Context: an optimization exercise on an open-source flow, tuned for small area and a short achievable clock period. The choices shown serve that exercise and are no tape-out recipe. In this exercise RTL edits were held to simulation tests only and were not proved equivalent to the original. No driver is modelled on the clock port, so clock power and skew are understated where the tree is cut down; a real chip needs a root buffer or a tree.

==> inputs of job 8238 <==
## mul32
module mul32 (
    input             clk,
    input      [31:0] a,
    input      [31:0] b,
    output reg [63:0] product
);
    reg  [31:0] na_q;
    reg  [15:0] none_q, ntwo_q, neg_q;
    wire [15:0] none_d, ntwo_d, neg_d;
    wire [63:0] p;
    bw_booth_enc u_enc (.b(b), .none(none_d), .ntwo(ntwo_d), .neg(neg_d));
    baughWooleyArrayMultiplier u_mul (
        .product(p), .na(na_q), .none(none_q), .ntwo(ntwo_q), .neg(neg_q)
    );
    always @(posedge clk) begin
        na_q    <= ~a;
        none_q  <= none_d;
        ntwo_q  <= ntwo_d;
        neg_q   <= neg_d;
        product <= p;
    end
endmodule
==> flow/config.mk <==
export PLATFORM = sky130hd
export DESIGN_NAME = mul32
export DESIGN_NICKNAME = mul32
export VERILOG_FILES = /design/flow/design.v
export SDC_FILE = /design/flow/constraint.sdc
export NUM_CORES = 4
export LEC_CHECK = 0
export ABC_AREA = 1
export CAP_MARGIN = 20
export CORE_MARGIN = 2
export CORE_UTILIZATION = 40
export SLEW_MARGIN = 20
export SYNTH_HIERARCHICAL = 1
export SYNTH_MINIMUM_KEEP_SIZE = 0
==> flow/constraint.sdc <==
create_clock -name core_clock -period 30.0 [get_ports {clk}]
set_input_delay 6.0000 -clock core_clock [delete_from_list [all_inputs] [get_ports {clk}]]
set_output_delay 6.0000 -clock core_clock [all_outputs]
set_load 0.01 [all_outputs]
standard.sh (not shown) runs the stock make flow with config.mk's settings and CLKGATE_MAP_FILE= SYNTH_SCRIPT=/design/flow/synth_recipe.tcl, a recipe that flattens the netlist after the stock synthesis.
==> flow/flow/run.sh <==
#!/bin/bash
export BUFFER_PORTS_ARGS="-buffer_cell sky130_fd_sc_hd__buf_2"
export CTS_ARGS="-sink_clustering_enable -repair_clock_nets -dont_use_dummy_load"
export POST_CTS_TCL="$PWD/flow/clock_inv.tcl"
export SETUP_SLACK_MARGIN=23.35
export SETUP_MOVE_SEQUENCE="unbuffer,sizeup,swap"
export POST_GLOBAL_PLACE_TCL="$PWD/flow/keep_outputs.tcl"
export PRE_FINAL_REPORT_TCL="$PWD/flow/release.tcl"
bash standard.sh > standard.log 2>&1
==> flow/flow/clock_inv.tcl <==
# Clock tree rework, run after CTS. CTS builds one root buffer that drives
# every leaf buffer across the die. Here the clock port instead drives up to
# four root inverters, one per quadrant of the leaves, and each leaf buffer
# becomes an inverter: every register's clock still passes through the same
# two stages (now inverting twice), keeping the tree balanced, with about
# half the insertion delay. Leaf clusters and flip-flops are left as CTS
# made them.
set root_cell sky130_fd_sc_hd__clkinv_16
set leaf_cell sky130_fd_sc_hd__clkinv_4
set big_leaf_cell sky130_fd_sc_hd__clkinv_8
set big_leaf_load 0.04
set block [ord::get_db_block]
set port_net [[$block findBTerm clk] getNet]
set roots {}
foreach it [$port_net getITerms] { lappend roots [$it getInst] }
if {[llength $roots] != 1} { error "clock_roots: expected one root buffer, found [llength $roots]" }
set root [lindex $roots 0]
set root_master [[$root getMaster] getName]
set root_out ""
foreach it [$root getITerms] {
  if {[$it isOutputSignal]} { set root_out [$it getNet] }
}
set leaves {}
foreach it [$root_out getITerms] {
  if {[$it isInputSignal]} { lappend leaves $it }
}
# every leaf must be a buffer whose output drives only flip-flop clock pins
foreach it $leaves {
  set li [$it getInst]
  if {![string match "*clkbuf*" [[$li getMaster] getName]]} { error "clock_roots: unexpected leaf [$li getName]" }
  foreach o [$li getITerms] {
    if {[$o isOutputSignal]} {
      foreach s [[$o getNet] getITerms] {
        if {[$s isInputSignal] && ![string match "*dfxtp*" [[[$s getInst] getMaster] getName]]} {
          error "clock_roots: leaf [$li getName] drives [[$s getInst] getName]"
        }
      }
    }
  }
}
puts "clock_roots: root [$root getName] ($root_master) drives [llength $leaves] pins"
# split the leaves at the median x, then each half at its median y
proc loc {it} {
  set b [[$it getInst] getBBox]
  return [list [expr {([$b xMin] + [$b xMax]) / 2}] [expr {([$b yMin] + [$b yMax]) / 2}]]
}
set pts {}
foreach it $leaves { lappend pts [concat [loc $it] [list $it]] }
set pts [lsort -integer -index 0 $pts]
set h [expr {[llength $pts] / 2}]
set groups {}
foreach half [list [lrange $pts 0 [expr {$h - 1}]] [lrange $pts $h end]] {
  set half [lsort -integer -index 1 $half]
  set q [expr {[llength $half] / 2}]
  lappend groups [lrange $half 0 [expr {$q - 1}]] [lrange $half $q end]
}
set n 0
foreach g $groups {
  if {[llength $g] == 0} continue
  set sx 0; set sy 0
  foreach p $g { incr sx [lindex $p 0]; incr sy [lindex $p 1] }
  set cx [expr {$sx / [llength $g]}]
  set cy [expr {$sy / [llength $g]}]
  set bname "clkroot_$n"
  set nname "clkroot_net_$n"
  set inst [odb::dbInst_create $block [[ord::get_db] findMaster $root_cell] $bname]
  set net [odb::dbNet_create $block $nname]
  $inst setLocation $cx $cy
  $inst setPlacementStatus PLACED
  $net setSigType CLOCK
  foreach p $g {
    set it [lindex $p 2]
    $it disconnect
    $it connect $net
  }
  foreach it [$inst getITerms] {
    if {[$it isOutputSignal]} { $it connect $net }
    if {[$it isInputSignal]} { $it connect $port_net }
  }
  puts "clock_roots: $bname at $cx $cy drives [llength $g] pins"
  incr n
}
# replace each leaf buffer by an inverter at the same place
set k 0
foreach it $leaves {
  set li [$it getInst]
  set in_net ""
  set out_net ""
  foreach t [$li getITerms] {
    if {[$t isInputSignal]} { set in_net [$t getNet] }
    if {[$t isOutputSignal]} { set out_net [$t getNet] }
  }
  set loc [$li getLocation]
  # a leaf with a large load (many sinks or long wires) gets the stronger
  # inverter: estimated load = pins + wire over the half perimeter of the
  # sinks' bounding box
  set xs [list [lindex $loc 0]]
  set ys [list [lindex $loc 1]]
  set nsink 0
  foreach t [$out_net getITerms] {
    if {![$t isInputSignal]} continue
    set b [[$t getInst] getBBox]
    lappend xs [$b xMin]
    lappend ys [$b yMin]
    incr nsink
  }
  set um [$block getDbUnitsPerMicron]
  set hpwl [expr {double([tcl::mathfunc::max {*}$xs] - [tcl::mathfunc::min {*}$xs] + [tcl::mathfunc::max {*}$ys] - [tcl::mathfunc::min {*}$ys]) / $um}]
  set load [expr {$nsink * 0.0018 + $hpwl * 0.00019}]
  set cell $leaf_cell
  if {$load > $big_leaf_load} { set cell $big_leaf_cell }
  set ni [odb::dbInst_create $block [[ord::get_db] findMaster $cell] "clkleaf_$k"]
  $ni setLocation [lindex $loc 0] [lindex $loc 1]
  $ni setPlacementStatus PLACED
  odb::dbInst_destroy $li
  foreach t [$ni getITerms] {
    if {[$t isInputSignal]} { $t connect $in_net }
    if {[$t isOutputSignal]} { $t connect $out_net }
  }
  puts "clock_roots: clkleaf_$k [[$ni getMaster] getName] for $nsink sinks, [format %.0f $hpwl] um"
  incr k
}
odb::dbInst_destroy $root
odb::dbNet_destroy $root_out
detailed_placement
check_placement
estimate_parasitics -placement
==> flow/flow/keep_outputs.tcl <==
set block [ord::get_db_block]
set die [$block getDieArea]
set cx [expr {([$die xMin] + [$die xMax]) / 2}]
set cy [expr {([$die yMin] + [$die yMax]) / 2}]
set n 0
set moved 0
foreach bt [$block getBTerms] {
  if {[$bt getIoType] != "OUTPUT"} continue
  foreach it [[$bt getNet] getITerms] {
    if {![$it isOutputSignal]} continue
    set buf [$it getInst]
    $buf setDoNotTouch 1
    incr n
    set bb [$buf getBBox]
    set bx [expr {([$bb xMin] + [$bb xMax]) / 2}]
    set by [expr {([$bb yMin] + [$bb yMax]) / 2}]
    foreach bi [$buf getITerms] {
      if {![$bi isInputSignal]} continue
      foreach d [[$bi getNet] getITerms] {
        if {![$d isOutputSignal]} continue
        set ff [$d getInst]
        if {![[$ff getMaster] isSequential]} continue
        # 4 um from the buffer towards the die centre
        set dx [expr {$cx - $bx}]
        set dy [expr {$cy - $by}]
        set len [expr {sqrt(double($dx) * $dx + double($dy) * $dy)}]
        if {$len < 1} { set len 1 }
        set step [expr {4.0 * [$block getDbUnitsPerMicron]}]
        set x [expr {int($bx + $dx / $len * $step)}]
        set y [expr {int($by + $dy / $len * $step)}]
        $ff setLocation $x $y
        incr moved
      }
    }
  }
}
# input port buffers: the input paths have slack to spare, so the smallest
# buffer does
set nin 0
foreach bt [$block getBTerms] {
  if {[$bt getIoType] != "INPUT" || [$bt getSigType] == "CLOCK"} continue
  foreach it [[$bt getNet] getITerms] {
    set inst [$it getInst]
    if {[$it isInputSignal] && [[$inst getMaster] getName] == "sky130_fd_sc_hd__buf_2"} {
      replace_cell [$inst getName] sky130_fd_sc_hd__buf_1
      incr nin
    }
  }
}
puts "keep_outputs: $nin input port buffers set to buf_1"
puts "keep_outputs: $n output buffers marked dont_touch, $moved flip-flops moved next to them"
Other scripts of this flow, unchanged in this note and not shown: flow/flow/release.tcl
==> job 8539 (differences from job 8238) <==
==> flow/flow/run.sh (replaced) <==
#!/bin/bash
export BUFFER_PORTS_ARGS="-buffer_cell sky130_fd_sc_hd__buf_2"
export CTS_ARGS="-sink_clustering_enable -repair_clock_nets -dont_use_dummy_load"
export POST_CTS_TCL="$PWD/flow/clock_inv.tcl"
export SETUP_SLACK_MARGIN=23.40
export POST_GLOBAL_PLACE_TCL="$PWD/flow/keep_outputs.tcl"
export PRE_FINAL_REPORT_TCL="$PWD/flow/release.tcl"
bash standard.sh > standard.log 2>&1
--- a/flow/flow/clock_inv.tcl
+++ b/flow/flow/clock_inv.tcl
@@ -8,6 +8,4 @@
 set root_cell sky130_fd_sc_hd__clkinv_16
 set leaf_cell sky130_fd_sc_hd__clkinv_4
-set big_leaf_cell sky130_fd_sc_hd__clkinv_8
-set big_leaf_load 0.04
 set block [ord::get_db_block]
 set port_net [[$block findBTerm clk] getNet]
@@ -92,23 +90,5 @@
   }
   set loc [$li getLocation]
-  # a leaf with a large load (many sinks or long wires) gets the stronger
-  # inverter: estimated load = pins + wire over the half perimeter of the
-  # sinks' bounding box
-  set xs [list [lindex $loc 0]]
-  set ys [list [lindex $loc 1]]
-  set nsink 0
-  foreach t [$out_net getITerms] {
-    if {![$t isInputSignal]} continue
-    set b [[$t getInst] getBBox]
-    lappend xs [$b xMin]
-    lappend ys [$b yMin]
-    incr nsink
-  }
-  set um [$block getDbUnitsPerMicron]
-  set hpwl [expr {double([tcl::mathfunc::max {*}$xs] - [tcl::mathfunc::min {*}$xs] + [tcl::mathfunc::max {*}$ys] - [tcl::mathfunc::min {*}$ys]) / $um}]
-  set load [expr {$nsink * 0.0018 + $hpwl * 0.00019}]
-  set cell $leaf_cell
-  if {$load > $big_leaf_load} { set cell $big_leaf_cell }
-  set ni [odb::dbInst_create $block [[ord::get_db] findMaster $cell] "clkleaf_$k"]
+  set ni [odb::dbInst_create $block [[ord::get_db] findMaster $leaf_cell] "clkleaf_$k"]
   $ni setLocation [lindex $loc 0] [lindex $loc 1]
   $ni setPlacementStatus PLACED
@@ -118,5 +98,4 @@
     if {[$t isOutputSignal]} { $t connect $out_net }
   }
-  puts "clock_roots: clkleaf_$k [[$ni getMaster] getName] for $nsink sinks, [format %.0f $hpwl] um"
   incr k
 }
--- a/flow/flow/keep_outputs.tcl
+++ b/flow/flow/keep_outputs.tcl
@@ -35,17 +35,3 @@
   }
 }
-# input port buffers: the input paths have slack to spare, so the smallest
-# buffer does
-set nin 0
-foreach bt [$block getBTerms] {
-  if {[$bt getIoType] != "INPUT" || [$bt getSigType] == "CLOCK"} continue
-  foreach it [[$bt getNet] getITerms] {
-    set inst [$it getInst]
-    if {[$it isInputSignal] && [[$inst getMaster] getName] == "sky130_fd_sc_hd__buf_2"} {
-      replace_cell [$inst getName] sky130_fd_sc_hd__buf_1
-      incr nin
-    }
-  }
-}
-puts "keep_outputs: $nin input port buffers set to buf_1"
 puts "keep_outputs: $n output buffers marked dont_touch, $moved flip-flops moved next to them"
Settings changed: CORE_UTILIZATION 40 to 55.
==> results.yml <==
detailed_routing:
  wl_per_cell_microns: 27.6
  dr_wl_met3_mm: 11.0
sta:
  rsz0062_at_grt: "true"
finish:
  final_area_sq_mm: 0.0251
  multiInputGateArea_sq_mm: 0.0194
grt:
  track_usage: 0.368
  globalRouteMet1Util: 0.502
  met3_usage: 0.128
  grt_pass1_wl_mm: 125
critical_path:
  critPathLaunch: "product[30]"
  r2r_start: "neg_q[12]"
floorplan:
  tap_cells: 585
  initial_core_util: 0.556
run_status:
  outcome: "complete, no violations"
That was job 8539.
==> results.yml <==
critical_path:
  r2r_start: "none_q[5]"
run_status:
  outcome: "complete, no violations"
floorplan:
  tap_cells: 773
finish:
  multiInputGateArea_sq_mm: 0.0194
grt:
  track_usage: 0.269
detailed_routing:
  dr_wl_met3_mm: 10.8
That was job 8238.
No run of this note takes its clock network from TritonCTS; it comes from the design's own scripts or RTL.

========
==> build 15 <==
Starting RTL as in the previous note.
## mul32
module mul32 (
    input             clk,
    input      [31:0] a,
    input      [31:0] b,
    output reg [63:0] product
);
    reg  [31:0] na_q;
    reg  [15:0] none_q, ntwo_q, neg_q;
    wire [15:0] none_d, ntwo_d, neg_d;
    wire [63:0] p;
    bw_booth_enc u_enc (.b(b), .none(none_d), .ntwo(ntwo_d), .neg(neg_d));
    baughWooleyArrayMultiplier u_mul (
        .product(p), .na(na_q), .none(none_q), .ntwo(ntwo_q), .neg(neg_q)
    );
    always @(posedge clk) begin
        na_q    <= ~a;
        none_q  <= none_d;
        ntwo_q  <= ntwo_d;
        neg_q   <= neg_d;
        product <= p;
    end
endmodule
==> flow/config.mk <==
export PLATFORM = sky130hd
export DESIGN_NAME = mul32
export DESIGN_NICKNAME = mul32
export VERILOG_FILES = /design/flow/design.v
export SDC_FILE = /design/flow/constraint.sdc
export NUM_CORES = 4
export LEC_CHECK = 0
export ABC_AREA = 1
export CAP_MARGIN = 20
export CORE_MARGIN = 2
export CORE_UTILIZATION = 40
export SLEW_MARGIN = 20
export SYNTH_HIERARCHICAL = 1
export SYNTH_MINIMUM_KEEP_SIZE = 0
==> flow/constraint.sdc <==
create_clock -name core_clock -period 30.0 [get_ports {clk}]
set_input_delay 6.0000 -clock core_clock [delete_from_list [all_inputs] [get_ports {clk}]]
set_output_delay 6.0000 -clock core_clock [all_outputs]
set_load 0.01 [all_outputs]
==> flow/flow/run.sh <==
#!/bin/bash
export BUFFER_PORTS_ARGS="-buffer_cell sky130_fd_sc_hd__buf_2"
export CTS_ARGS="-sink_clustering_enable -repair_clock_nets -dont_use_dummy_load"
export POST_CTS_TCL="$PWD/flow/clock_inv.tcl"
export SETUP_SLACK_MARGIN=23.40
export PRE_GLOBAL_PLACE_TCL="$PWD/flow/size_flops.tcl"
export POST_GLOBAL_PLACE_TCL="$PWD/flow/keep_outputs.tcl"
export PRE_FINAL_REPORT_TCL="$PWD/flow/release.tcl"
bash standard.sh > standard.log 2>&1
==> flow/flow/keep_outputs.tcl <==
set block [ord::get_db_block]
set die [$block getDieArea]
set cx [expr {([$die xMin] + [$die xMax]) / 2}]
set cy [expr {([$die yMin] + [$die yMax]) / 2}]
set n 0
set moved 0
foreach bt [$block getBTerms] {
  if {[$bt getIoType] != "OUTPUT"} continue
  foreach it [[$bt getNet] getITerms] {
    if {![$it isOutputSignal]} continue
    set buf [$it getInst]
    $buf setDoNotTouch 1
    incr n
    set bb [$buf getBBox]
    set bx [expr {([$bb xMin] + [$bb xMax]) / 2}]
    set by [expr {([$bb yMin] + [$bb yMax]) / 2}]
    foreach bi [$buf getITerms] {
      if {![$bi isInputSignal]} continue
      foreach d [[$bi getNet] getITerms] {
        if {![$d isOutputSignal]} continue
        set ff [$d getInst]
        if {![[$ff getMaster] isSequential]} continue
        # 4 um from the buffer towards the die centre
        set dx [expr {$cx - $bx}]
        set dy [expr {$cy - $by}]
        set len [expr {sqrt(double($dx) * $dx + double($dy) * $dy)}]
        if {$len < 1} { set len 1 }
        set step [expr {4.0 * [$block getDbUnitsPerMicron]}]
        set x [expr {int($bx + $dx / $len * $step)}]
        set y [expr {int($by + $dy / $len * $step)}]
        $ff setLocation $x $y
        incr moved
      }
    }
  }
}
puts "keep_outputs: $n output buffers marked dont_touch, $moved flip-flops moved next to them"
==> flow/flow/size_flops.tcl <==
set block [ord::get_db_block]
# the buffers synthesis put on these nets go first (global placement would
# remove them anyway)
remove_buffers
set n 0
foreach inst [$block getInsts] {
  set m [$inst getMaster]
  if {![$m isSequential]} continue
  if {[$m getName] != "sky130_fd_sc_hd__dfxtp_1" && [$m getName] != "sky130_fd_sc_hd__dfxtp_2"} continue
  set fo 0
  foreach it [$inst getITerms] {
    if {[$it isOutputSignal] && [$it getNet] != "NULL"} {
      set fo [expr {[llength [[$it getNet] getITerms]] - 1}]
    }
  }
  if {$fo > 16} {
    replace_cell [$inst getName] sky130_fd_sc_hd__dfxtp_4
    incr n
  }
}
puts "size_flops: $n flip-flops set to dfxtp_4"
Other scripts of this flow, unchanged in this note and not shown: flow/flow/clock_inv.tcl, flow/flow/release.tcl
==> build 96 (differences from build 15) <==
--- a/flow/flow/run.sh
+++ b/flow/flow/run.sh
@@ -4,5 +4,4 @@
 export POST_CTS_TCL="$PWD/flow/clock_inv.tcl"
 export SETUP_SLACK_MARGIN=23.40
-export PRE_GLOBAL_PLACE_TCL="$PWD/flow/size_flops.tcl"
 export POST_GLOBAL_PLACE_TCL="$PWD/flow/keep_outputs.tcl"
 export PRE_FINAL_REPORT_TCL="$PWD/flow/release.tcl"
removed: flow/flow/size_flops.tcl
==> build 23 (differences from build 15) <==
==> flow/flow/run.sh (replaced) <==
#!/bin/bash
export BUFFER_PORTS_ARGS="-buffer_cell sky130_fd_sc_hd__buf_2"
export CTS_ARGS="-sink_clustering_enable -repair_clock_nets -dont_use_dummy_load"
export POST_CTS_TCL="$PWD/flow/clock_inv.tcl"
export SETUP_SLACK_MARGIN=23.30
export POST_GLOBAL_PLACE_TCL="$PWD/flow/keep_outputs.tcl"
export PRE_FINAL_REPORT_TCL="$PWD/flow/release.tcl"
bash standard.sh > standard.log 2>&1
==> flow/flow/keep_outputs.tcl (replaced) <==
set block [ord::get_db_block]
set n 0
foreach bt [$block getBTerms] {
  if {[$bt getIoType] != "OUTPUT"} continue
  foreach it [[$bt getNet] getITerms] {
    if {[$it isOutputSignal]} {
      [$it getInst] setDoNotTouch 1
      incr n
    }
  }
}
puts "keep_outputs: $n output buffers marked dont_touch"
removed: flow/flow/size_flops.tcl
==> notes <==
First-iteration DRC count, highest first: build 96, build 15, build 23.
Synthesized cell count is the same in build 15 and build 23.
Design area: build 15 > build 96 > build 23.
In build 23 the sequential share of layout area is lower than in build 15, by 0.94 points.
Build 96 completed with no timing, DRC or antenna violations. Build 23 finished clean. Build 15 finished with timing, DRC and antenna clean.
Wire length, highest first: build 15, build 96, build 23.
==> figures <==
metric                                                            build 96     build 23     build 15
Final non-filler cell area                                       25300 um2    25300 um2    25400 um2
Run status                                        timing/DRC/antenna clean  timing/DRC/antenna clean  timing/DRC/antenna clean
Highest clock rate                                               0.152 GHz    0.151 GHz    0.151 GHz
Final-layout fill cell count                                          5664         5656         5579
Met1 wire length                                                   30.8 mm      30.6 mm      31.8 mm
Share of the clock period used by the worst path after layout        22.0%        22.1%        22.1%
CP Capture Point                                               product[61]  product[60]  product[33]
Met1 track demand over resource in global routing                    34.3%        33.8%        34.6%
R2r setup slk                                                     23.54 ns     23.57 ns     23.58 ns
In every run of this note, the design's own scripts or RTL, not TritonCTS, make the clock network.

-- static timing again, ports no longer ideal --
In the flow no input, the clock included, has a driving cell. The finished layouts below were timed again as built, in two steps.
Step 1: set_driving_cell puts a clkbuf_16 on clk and a buf_2 on each other input, an assumption about the parent block.
Step 2 times the ports against the registers' clock, not the clock port: input delays grow and output delays shrink by t, the midpoint of the rising clock arrivals with the driver on.
Three values: no drivers, after step 1, after step 2; two values: the first two.
run	t, ns	slack for setup (ns)	worst hold slack (ns)	worst register clock-pin slew, ns	worst data-port slew with drivers (ns)
job 8238	0.377	23.392 / 23.155 / 23.404	0.749 / 0.749 / 0.749	0.10 / 0.10	0.07
job 8539	0.374	23.389 / 23.155 / 23.463	0.887 / 0.887 / 0.887	0.10 / 0.10	0.08
build 15	0.388	23.366 / 23.123 / 23.484	0.901 / 0.901 / 0.901	0.12 / 0.12	0.08
build 96	0.367	23.405 / 23.170 / 23.495	0.761 / 0.762 / 0.762	0.09 / 0.09	0.07
build 23	0.383	23.368 / 23.128 / 23.468	0.755 / 0.752 / 0.752	0.08 / 0.08	0.07
After both steps setup and hold are still met in every run listed.
